From an optimization exercise on the open Yosys and OpenROAD flow, aimed at small area and a short achievable clock period; shortcuts taken in it are not production practice.
Power figures rest on the tool's default switching activity, not on a simulated workload.

## topmodule
module topmodule (
	input clk, rst,
	output [31:0] PC_out, RD1, RD2,
	output wire [31:0] Inst,
	output REGWr,
	output [3:0] ALUCnt,
	output [31:0] ALUOutW, ReadDataW,
	input [31:0] InstrF,
	output [31:0] DataAdrM, WriteDataM,
	output MemWriteM,
	input [31:0] ReadDataM);
Size: about 860 flip-flops, roughly 330 I/O pins, about 38000 sq um of cells after synthesis.
clock: 10.0 ns
lec_check: 0
cap_margin: 25
core_margin: 2
core_utilization: 50
place_density: 0.7
slew_margin: 25
standard.sh (not shown) runs the stock make flow with config.mk's settings and CLKGATE_MAP_FILE= SYNTH_SCRIPT=/design/flow/synth_recipe.tcl, a recipe that flattens the netlist after the stock synthesis.
==> flow/flow/run.sh <==
#!/bin/bash
set -euo pipefail
cd "$(dirname "$0")/.."
bash standard.sh \
  "BUFFER_PORTS_ARGS=-buffer_cell sky130_fd_sc_hd__buf_1" \
  MATCH_CELL_FOOTPRINT=0 \
  SETUP_SLACK_MARGIN=6.4 \
  "CTS_ARGS=-sink_clustering_enable -repair_clock_nets -dont_use_dummy_load -sink_clustering_size 15 -sink_clustering_max_diameter 50 -buf_list sky130_fd_sc_hd__clkbuf_8" \
  finish > flow_make.log 2>&1
The starting point produced a clean layout.
Rerun with:
--- a/flow/design.v
+++ b/flow/design.v
@@ -19,54 +19,63 @@
 reg [3:0]  waM;
 reg        regwM, memwM, memtoregM, pcsM, blM;
 reg [31:0] aluW, rdataW;               
 reg        regwW, memtoregW, pcsW;
 reg [3:0]  flagr;                      
 reg        nzp, cvp;                   
 reg        cM, vM;                     
 reg [15:0] sel1, sel2;                 
+reg [15:0] sel2h;                      
 reg [14:0] valid;                      
 reg [4:0]  amtD;                       
 reg [1:0]  shD;                        
-reg        immD;                       
+reg        alusrcD;                    
 wire [479:0] rf;                       
 assign PC_out     = pcF;
 assign Inst       = instD;
 assign RD1        = rd1E;
 assign RD2        = rd2E;
 assign ALUCnt     = alucE;
 assign DataAdrM   = aluM;
 assign WriteDataM = wdataM;
 assign MemWriteM  = memwM;
 assign ALUOutW    = aluW;
 assign ReadDataW  = rdataW;
 assign REGWr      = regwW;
+genvar gi;
 wire [31:0] pc4     = {pcF[31:2] + 30'd1, pcF[1:0]};
 wire [31:0] resultW = memtoregW ? rdataW : aluW;
 wire [31:0] pcnext  = pcsW ? resultW : pc4;
 wire [31:0] instF = InstrF;
 wire [14:0] wevec;
 wire [14:0] vnext = valid | wevec;
 wire        strF  = (instF[27:26] == 2'b01) & ~instF[20];
 wire [3:0]  ra1F  = instF[19:16];
 wire [3:0]  ra2F  = strF ? instF[15:12] : instF[3:0];
+wire [15:0] oh2F;
+generate
+	for (gi = 0; gi < 16; gi = gi + 1) begin : g_oh2
+		assign oh2F[gi] = strF ? (instF[15:12] == gi) : (instF[3:0] == gi);
+	end
+endgenerate
 wire        bxF   = (instF[27:4] == 24'h12FFF1);
 wire        dpF   = (instF[27:26] == 2'b00) & ~bxF;
 wire [4:0]  shamtF = dpF ? instF[11:7] : 5'd0;
 wire [1:0]  shF    = dpF ? instF[6:5]  : 2'd0;
 always @(posedge clk) begin
 	pcF     <= rst ? 32'd0 : pcnext;
 	instD   <= rst ? 32'd0 : instF;
 	sel1    <= rst ? 16'd0 : ((16'd1 << ra1F) & {1'b1, vnext});
 	sel2    <= rst ? 16'd0 : ((16'd1 << ra2F) & {1'b1, vnext});
+	sel2h   <= rst ? 16'd0 : (oh2F & {1'b1, vnext});
 	valid   <= rst ? 15'd0 : vnext;
 	shD     <= rst ? 2'd0 : shF;
 	amtD    <= rst ? 5'd0 : ((shF == 2'b00) ? (5'd0 - shamtF) : shamtF);
-	immD    <= ~rst & dpF & instF[25];
+	alusrcD <= ~rst & (dpF ? instF[25] : (instF[27:26] == 2'b01) | (instF[27:26] == 2'b10));
 end
 wire [1:0] op    = instD[27:26];
 wire [3:0] cmd   = instD[24:21];
 wire       sbit  = instD[20];
 wire [3:0] rn    = instD[19:16];
 wire [3:0] rd    = instD[15:12];
 wire [3:0] rm    = instD[3:0];
 wire isBX  = (instD[27:4] == 24'h12FFF1);
@@ -92,44 +101,46 @@
 		4'b1010: begin alucD = 4'b0010; flagwD = 2'b11; end
 		default: begin alucD = 4'b1101; flagwD = 2'b00; end
 		endcase
 	end else begin
 		alucD  = (isBr | isBX) ? 4'b1101 : 4'b0100;
 		flagwD = 2'b00;
 	end
 end
-genvar gi;
 reg [31:0] rv1, rv2;
 integer i;
 always @* begin
 	rv1 = {32{sel1[15]}} & pc4;
-	rv2 = {32{sel2[15]}} & pc4;
+	rv2 = {{16{sel2h[15]}}, {16{sel2[15]}}} & pc4;
 	for (i = 0; i < 15; i = i + 1) begin
 		rv1 = rv1 | ({32{sel1[i]}} & rf[i*32 +: 32]);
-		rv2 = rv2 | ({32{sel2[i]}} & rf[i*32 +: 32]);
-	end
-end
-wire        memBr  = isMem | isBr;
-wire [31:0] extMB  = isMem ? {20'd0, instD[11:0]} : {{6{instD[23]}}, instD[23:0], 2'b00};
-wire [31:0] srcb = immD ? {24'd0, instD[7:0]} : rv2;
+		rv2 = rv2 | ({{16{sel2h[i]}}, {16{sel2[i]}}} & rf[i*32 +: 32]);
+	end
+end
+reg [31:0] extimm;
+always @* begin
+	if (isMem)     extimm = {20'd0, instD[11:0]};
+	else if (isBr) extimm = {{6{instD[23]}}, instD[23:0], 2'b00};
+	else           extimm = {24'd0, instD[7:0]};
+end
+wire [31:0] srcb    = alusrcD ? extimm : rv2;
 wire [31:0] srcx = srcb;
 wire [4:0]  amt  = amtD;
 wire [1:0]  sh   = shD;
 wire        lsl  = (sh == 2'b00);
 wire [31:0] r0   = amt[0] ? {srcx[0],    srcx[31:1]} : srcx;
 wire [31:0] r1   = amt[1] ? {r0[1:0],   r0[31:2]}   : r0;
 wire [31:0] r2   = amt[2] ? {r1[3:0],   r1[31:4]}   : r1;
 wire [31:0] r3   = amt[3] ? {r2[7:0],   r2[31:8]}   : r2;
 wire [31:0] r4   = amt[4] ? {r3[15:0],  r3[31:16]}  : r3;
 wire [31:0] mr   = {32{1'b1}} >> amt;
-wire [31:0] keep = memBr ? 32'd0 : ((sh == 2'b11) ? {32{1'b1}} : (lsl ? (~mr | {32{amt == 5'd0}}) : mr));
+wire [31:0] keep = (sh == 2'b11) ? {32{1'b1}} : (lsl ? (~mr | {32{amt == 5'd0}}) : mr);
 wire        fill = (sh == 2'b10) & srcb[31];
-wire [31:0] fillv = memBr ? extMB : {32{fill}};
-wire [31:0] shifted = (r4 & keep) | (fillv & ~keep);
+wire [31:0] shifted = (r4 & keep) | ({32{fill}} & ~keep);
 always @(posedge clk) begin
 	rd1E  <= rst ? 32'd0 : rv1;
 	rd2E  <= rst ? 32'd0 : rv2;
 	srcbE <= shifted;
 	waE   <= isBL ? 4'd14 : rd;
 	blE   <= isBL;
 	memtoregE <= isLDR;
 	if (rst) begin
- The changed run produced a clean layout
- sequential power barely changes
- non-clock buffer count shrinks by 5
- total power grows slightly
- synthesized area grows by a few percent
- final area grows slightly
Function was not checked in any run of this note: the RTL went through the layout flow alone.

==> static timing again, ports no longer ideal <==
Ports are ideal in the flow. The routed layouts listed here were re-timed in OpenROAD.
Step 1 assumes that a clkbuf_16 drives the clock port and a buf_2 every other input.
Step 2 adds t to the input delays and takes it off the output delays; t is the mean of the earliest and latest rising clock arrival at the registers after step 1. Input paths then give back, and output paths get back, about the clock's delay inside the block.
Three values: ideal ports, drivers, drivers and shift; two values: the first two.
run	shift t [ns]	setup slack, ns	worst hold slack (ns)	worst setup path after step 2	cell pins on the clock port's net
the first run	0.773	6.361 / 6.354 / 5.823	0.280 / 0.280 / 0.280	input to register	1
the second run	0.774	6.333 / 6.313 / 5.826	0.302 / 0.302 / 0.302	input to register	1
After both steps setup and hold are still met in every run listed. The setup slack of the first run, which loses most, moves by -0.007 ns with the drivers and by -0.538 ns with both steps.
